What follows belongs to an exercise in optimizing a design on an open flow for small area, a short achievable clock period and few clock cycles per item; a production flow would make more cautious choices.
At most, simulation tests tie the RTL to the original design; equivalence was not proved.

== red ==
==> flow/design.v <==
module tiny_encryption_algorithm(
    input              clk,         
    input              rst_n,       
    input              key_valid,   
    input              ptxt_valid,  
    input      [63:0]  ptxt,        
    input      [127:0] key,         
    output     [63:0]  ctxt,        
    output reg         ctxt_ready   
);
localparam [31:0] DELTA   = 32'h9e3779b9;
localparam [31:0] SUM_END = 32'hc6ef3720;  
reg         busy;
reg         idle;    
reg         phase;   
reg [31:0]  sum;
reg [31:0]  a, b;
reg [127:0] k;
wire start = key_valid & ptxt_valid & ~busy;
wire last  = phase & (sum == SUM_END);
wire busy_next = busy ? ~last : start;
function automatic [31:0] add32(input [31:0] x, input [31:0] y);
    reg [31:0] p, g, c;
    reg [31:0] g2, p2;    
    reg [15:0] gg, pp;    
    integer l, i, j;
    begin
        p = x ^ y; g = x & y;
        g2[0] = g[0]; p2[0] = p[0];
        for (i = 1; i < 32; i = i + 1) begin
            g2[i] = g[i] | (p[i] & g[i-1]);
            p2[i] = p[i] & p[i-1];
        end
        for (i = 0; i < 16; i = i + 1) begin
            gg[i] = g2[2*i+1]; pp[i] = p2[2*i+1];
        end
        for (l = 0; l < 4; l = l + 1)
            for (i = 15; i >= 0; i = i - 1)
                if ((i >> l) & 1) begin
                    j = ((i >> l) << l) - 1;
                    gg[i] = gg[i] | (pp[i] & gg[j]);
                    pp[i] = pp[i] & pp[j];
                end
        c[0] = 1'b0;
        c[1] = g[0];
        for (i = 1; i < 16; i = i + 1) begin
            c[2*i] = gg[i-1];
            c[2*i+1] = g2[2*i] | (p2[2*i] & gg[i-1]);
        end
        add32 = p ^ c;
    end
endfunction
function automatic [31:0] addgp(input [31:0] g, input [31:0] p);
    reg [31:0] c, g2, p2;
    reg [15:0] gg, pp;
    integer l, i, j;
    begin
        g2[0] = g[0]; p2[0] = p[0];
        for (i = 1; i < 32; i = i + 1) begin
            g2[i] = g[i] | (p[i] & g[i-1]);
            p2[i] = p[i] & p[i-1];
        end
        for (i = 0; i < 16; i = i + 1) begin
            gg[i] = g2[2*i+1]; pp[i] = p2[2*i+1];
        end
        for (l = 0; l < 4; l = l + 1)
            for (i = 15; i >= 0; i = i - 1)
                if ((i >> l) & 1) begin
                    j = ((i >> l) << l) - 1;
                    gg[i] = gg[i] | (pp[i] & gg[j]);
                    pp[i] = pp[i] & pp[j];
                end
        c[0] = 1'b0;
        c[1] = g[0];
        for (i = 1; i < 16; i = i + 1) begin
            c[2*i] = gg[i-1];
            c[2*i+1] = g2[2*i] | (p2[2*i] & gg[i-1]);
        end
        addgp = p ^ c;
    end
endfunction
wire [31:0] t0 = add32(b << 4, k[127:96]);
wire [31:0] t1 = add32(b, sum);
wire [31:0] t2 = add32(b >> 5, k[95:64]);
wire [31:0] u  = t1 ^ t2;
wire [31:0] f  = t0 ^ u;
wire [31:0] fg = {32{busy}} & a & f;
wire [31:0] fp = ({32{busy}} & ((a ^ t0) ^ u)) | ({32{idle}} & ptxt[31:0]);
wire [31:0] b_next = addgp(fg, fp);
always @(posedge clk or negedge rst_n) begin
    if (!rst_n) begin
        busy       <= 1'b0;
        ctxt_ready <= 1'b0;
    end else begin
        busy <= busy_next;
        if (busy & last) ctxt_ready <= 1'b1;
        else if (start) ctxt_ready <= 1'b0;
    end
end
always @(posedge clk) begin
    idle <= ~busy_next;
    k <= ({128{busy}} & {k[63:0], k[127:64]}) | ({128{idle}} & key);
    if (busy | start) begin
        a <= ({32{busy}} & b) | ({32{idle}} & ptxt[63:32]);
        b <= b_next;
    end
    if (busy) begin
        phase <= ~phase;
        if (phase) sum <= sum + DELTA;
    end else begin
        phase <= 1'b0;
        sum   <= DELTA;
    end
end
assign ctxt = {a, b};
endmodule
export LEC_CHECK = 0
export ABC_AREA = 1
export CAP_MARGIN = 20
export CORE_MARGIN = 2
export CORE_UTILIZATION = 40
export CTS_BUF_LIST = sky130_fd_sc_hd__clkbuf_8
export CTS_CLUSTER_DIAMETER = 60
export CTS_CLUSTER_SIZE = 12
export SETUP_SLACK_MARGIN = 5
export SLEW_MARGIN = 20
create_clock -name core_clock -period 9.5 [get_ports {clk}]
standard.sh (not shown) runs the stock make flow with config.mk's settings and CLKGATE_MAP_FILE= SYNTH_SCRIPT=/design/flow/synth_recipe.tcl, a recipe that flattens the netlist after the stock synthesis.
==> flow/flow/run.sh <==
#!/bin/bash
set -euo pipefail
args=()
while IFS= read -r line; do
  [[ -z "$line" || "$line" == \#* ]] && continue
  args+=("$line")
done < flow/make_vars.txt
bash standard.sh "${args[@]}" finish > standard_flow.log 2>&1
==> flow/flow/make_vars.txt <==
BUFFER_PORTS_ARGS=-buffer_cell sky130_fd_sc_hd__buf_1
CTS_ARGS=-sink_clustering_enable -repair_clock_nets -sink_clustering_size 12 -sink_clustering_max_diameter 60 -buf_list sky130_fd_sc_hd__clkbuf_8 -dont_use_dummy_load
Inputs modified between red and blue:
--- a/flow/design.v
+++ b/flow/design.v
@@ -48,47 +48,13 @@
             c[2*i+1] = g2[2*i] | (p2[2*i] & gg[i-1]);
         end
         add32 = p ^ c;
     end
 endfunction
-function automatic [31:0] addgp(input [31:0] g, input [31:0] p);
-    reg [31:0] c, g2, p2;
-    reg [15:0] gg, pp;
-    integer l, i, j;
-    begin
-        g2[0] = g[0]; p2[0] = p[0];
-        for (i = 1; i < 32; i = i + 1) begin
-            g2[i] = g[i] | (p[i] & g[i-1]);
-            p2[i] = p[i] & p[i-1];
-        end
-        for (i = 0; i < 16; i = i + 1) begin
-            gg[i] = g2[2*i+1]; pp[i] = p2[2*i+1];
-        end
-        for (l = 0; l < 4; l = l + 1)
-            for (i = 15; i >= 0; i = i - 1)
-                if ((i >> l) & 1) begin
-                    j = ((i >> l) << l) - 1;
-                    gg[i] = gg[i] | (pp[i] & gg[j]);
-                    pp[i] = pp[i] & pp[j];
-                end
-        c[0] = 1'b0;
-        c[1] = g[0];
-        for (i = 1; i < 16; i = i + 1) begin
-            c[2*i] = gg[i-1];
-            c[2*i+1] = g2[2*i] | (p2[2*i] & gg[i-1]);
-        end
-        addgp = p ^ c;
-    end
-endfunction
-wire [31:0] t0 = add32(b << 4, k[127:96]);
-wire [31:0] t1 = add32(b, sum);
-wire [31:0] t2 = add32(b >> 5, k[95:64]);
-wire [31:0] u  = t1 ^ t2;
-wire [31:0] f  = t0 ^ u;
-wire [31:0] fg = {32{busy}} & a & f;
-wire [31:0] fp = ({32{busy}} & ((a ^ t0) ^ u)) | ({32{idle}} & ptxt[31:0]);
-wire [31:0] b_next = addgp(fg, fp);
+wire [31:0] f  = add32(b << 4, k[127:96]) ^ add32(b, sum) ^ add32(b >> 5, k[95:64]);
+wire [31:0] op = ({32{busy}} & a) | ({32{idle}} & ptxt[31:0]);
+wire [31:0] b_next = add32(op, f & {32{busy}});
 always @(posedge clk or negedge rst_n) begin
     if (!rst_n) begin
         busy       <= 1'b0;
         ctxt_ready <= 1'b0;
     end else begin
@@ -104,11 +70,11 @@
         a <= ({32{busy}} & b) | ({32{idle}} & ptxt[63:32]);
         b <= b_next;
     end
     if (busy) begin
         phase <= ~phase;
-        if (phase) sum <= sum + DELTA;
+        if (phase) sum <= add32(sum, DELTA);
     end else begin
         phase <= 1'b0;
         sum   <= DELTA;
     end
 end
==> run notes <==
blue vs red: number of clock buffers in the layout down by more than 10%
blue ends up with higher data arrival time of the critical path than red does.
Comparing red and blue, number of standard cells in the layout, taps in and fillers out is lower on blue.
Total number of cells along the worst setup path (blue / red): 1.08
Compared with red, blue shows a lower fraction of standard cell area in multi-input logic.
Diff red -> blue | first-pass GRT wire length | down by more than 10%
Looking at largest family of logic cells by synthesized area, the simple AND/OR/NAND/NOR gates result is from red; the compound AO/OA/AOI/OAI gates one comes from blue.
Sort red and blue by minimum setup slack in the final design asc -> top: blue
Delta (blue minus red): met3 capacity usage during global routing held, biggest fanout along the worst timing path -4, detailed-routed wire length on met3 went down by about 7%, design area has decreased.
No functional check of the RTL was part of any run of this note.

---

Another version of the RTL of tiny_encryption_algorithm (not shown whole).
For scale: about 2300 cells after synthesis, about 230 flip-flops, ~260 I/O pins, ~16000 sq um of cells after synthesis.
==> module tiny_encryption_algorithm, before the edit <==
module tiny_encryption_algorithm(
    input              clk,         
    input              rst_n,       
    input              key_valid,   
    input              ptxt_valid,  
    input      [63:0]  ptxt,        
    input      [127:0] key,         
    output     [63:0]  ctxt,        
    output reg         ctxt_ready   
);
localparam [31:0] DELTA   = 32'h9e3779b9;
localparam [31:0] SUM_END = 32'hc6ef3720;  
reg         busy;
reg         phase;   
reg [31:0]  sum;
reg [31:0]  a, b;
reg [127:0] k;
wire start = key_valid & ptxt_valid & ~busy;
wire last  = phase & (sum == SUM_END);
wire [31:0] f  = ((b << 4) + k[127:96]) ^ (b + sum) ^ ((b >> 5) + k[95:64]);
wire [31:0] op = busy ? a : ptxt[31:0];
wire [31:0] b_next = op + (f & {32{busy}});
always @(posedge clk or negedge rst_n) begin
    if (!rst_n) begin
        busy       <= 1'b0;
        ctxt_ready <= 1'b0;
    end else if (busy) begin
        if (last) begin
            busy       <= 1'b0;
            ctxt_ready <= 1'b1;
        end
    end else if (start) begin
        busy       <= 1'b1;
        ctxt_ready <= 1'b0;
    end
end
always @(posedge clk) begin
    if (busy | start) b <= b_next;
    if (busy) begin
        phase <= ~phase;
        if (phase) sum <= sum + DELTA;
        k <= {k[63:0], k[127:64]};
        a <= b;
    end else begin
        phase <= 1'b0;
        sum   <= DELTA;
        k     <= key;
        if (start) a <= ptxt[63:32];
    end
end
assign ctxt = {a, b};
endmodule
export LEC_CHECK = 0
export ABC_AREA = 1
export CAP_MARGIN = 20
export CORE_MARGIN = 2
export CORE_UTILIZATION = 40
export SLEW_MARGIN = 20
create_clock -name core_clock -period 9.5 [get_ports {clk}]
run.sh (not shown) runs the stock make flow with config.mk's settings and CLKGATE_MAP_FILE= SYNTH_SCRIPT=/design/flow/synth_recipe.tcl, a recipe that flattens the netlist after the stock synthesis.
Stock flow here: none of the scripts above is used.
Then changed:
--- a/flow/design.v
+++ b/flow/design.v
@@ -16,11 +16,10 @@
 reg [31:0]  a, b;
 reg [127:0] k;
 wire start = key_valid & ptxt_valid & ~busy;
 wire last  = phase & (sum == SUM_END);
-wire [31:0] f  = ((b << 4) + k[127:96]) ^ (b + sum) ^ ((b >> 5) + k[95:64]);
-wire [31:0] op = busy ? a : ptxt[31:0];
-wire [31:0] b_next = op + (f & {32{busy}});
+wire [31:0] f = ((b << 4) + k[127:96]) ^ (b + sum) ^ ((b >> 5) + k[95:64]);
+wire [31:0] b_next = a + f;
 always @(posedge clk or negedge rst_n) begin
     if (!rst_n) begin
         busy       <= 1'b0;
         ctxt_ready <= 1'b0;
@@ -34,19 +33,22 @@
         ctxt_ready <= 1'b0;
     end
 end
 always @(posedge clk) begin
-    if (busy | start) b <= b_next;
     if (busy) begin
         phase <= ~phase;
         if (phase) sum <= sum + DELTA;
         k <= {k[63:0], k[127:64]};
         a <= b;
+        b <= b_next;
     end else begin
         phase <= 1'b0;
         sum   <= DELTA;
         k     <= key;
-        if (start) a <= ptxt[63:32];
+        if (start) begin
+            a <= ptxt[63:32];
+            b <= ptxt[31:0];
+        end
     end
 end
 assign ctxt = {a, b};
 endmodule
Effect:
- The changed run completed with no timing, DRC or antenna violations
- via count went up by 2.0%
- area after synthesis goes up by 2.7%
- first-iteration DRC count goes down by 23%
- setup slack loses 0.20 ns
- die area grows by 2.7%
- routed wire length rises by 2.2%
- utilization goes down by 0.25 points
Testbench counts after the change, summed over its fixed seeds: cycles 33,280, items 512.
For the first run of this note, only the layout was checked, not whether the RTL still works.

separate check: timing with driven ports:
Ports are ideal in the flow. The routed layouts listed here were re-timed in OpenROAD.
Step 1, drivers: a clkbuf_16 drives clk and a buf_2 each remaining input, both assumed.
Step 2 times the ports against the registers' clock, not the clock port: input delays grow and output delays shrink by t, the midpoint of the rising clock arrivals with the driver on.
Slacks: ideal / step 1 / step 2; pairs: ideal / step 1.
| run | t (ns) | setup WS [ns] | hold WS [ns] | clock arrival spread, ns | slew at the worst register clock pin (ns) |
|---|---|---|---|---|---|
| red | 0.650 | 5.334 / 5.334 / 5.187 | 0.411 / 0.411 / 0.411 | 0.056 / 0.056 | 0.09 / 0.09 |
| blue | 0.601 | 5.176 / 5.176 / 4.922 | 0.439 / 0.439 / 0.439 | 0.043 / 0.043 | 0.09 / 0.09 |
| the first run of note 2 | 0.621 | 4.883 / 4.883 / 4.776 | 0.422 / 0.422 / 0.422 | 0.019 / 0.018 | 0.07 / 0.07 |
| the second run of note 2 | 0.609 | 4.680 / 4.680 / 4.680 | 0.421 / 0.421 / 0.421 | 0.012 / 0.013 | 0.07 / 0.07 |
After both steps every run listed still meets setup and hold. For blue, which loses most, drivers alone change the setup slack by 0.000 ns; drivers and shift together by -0.254 ns.
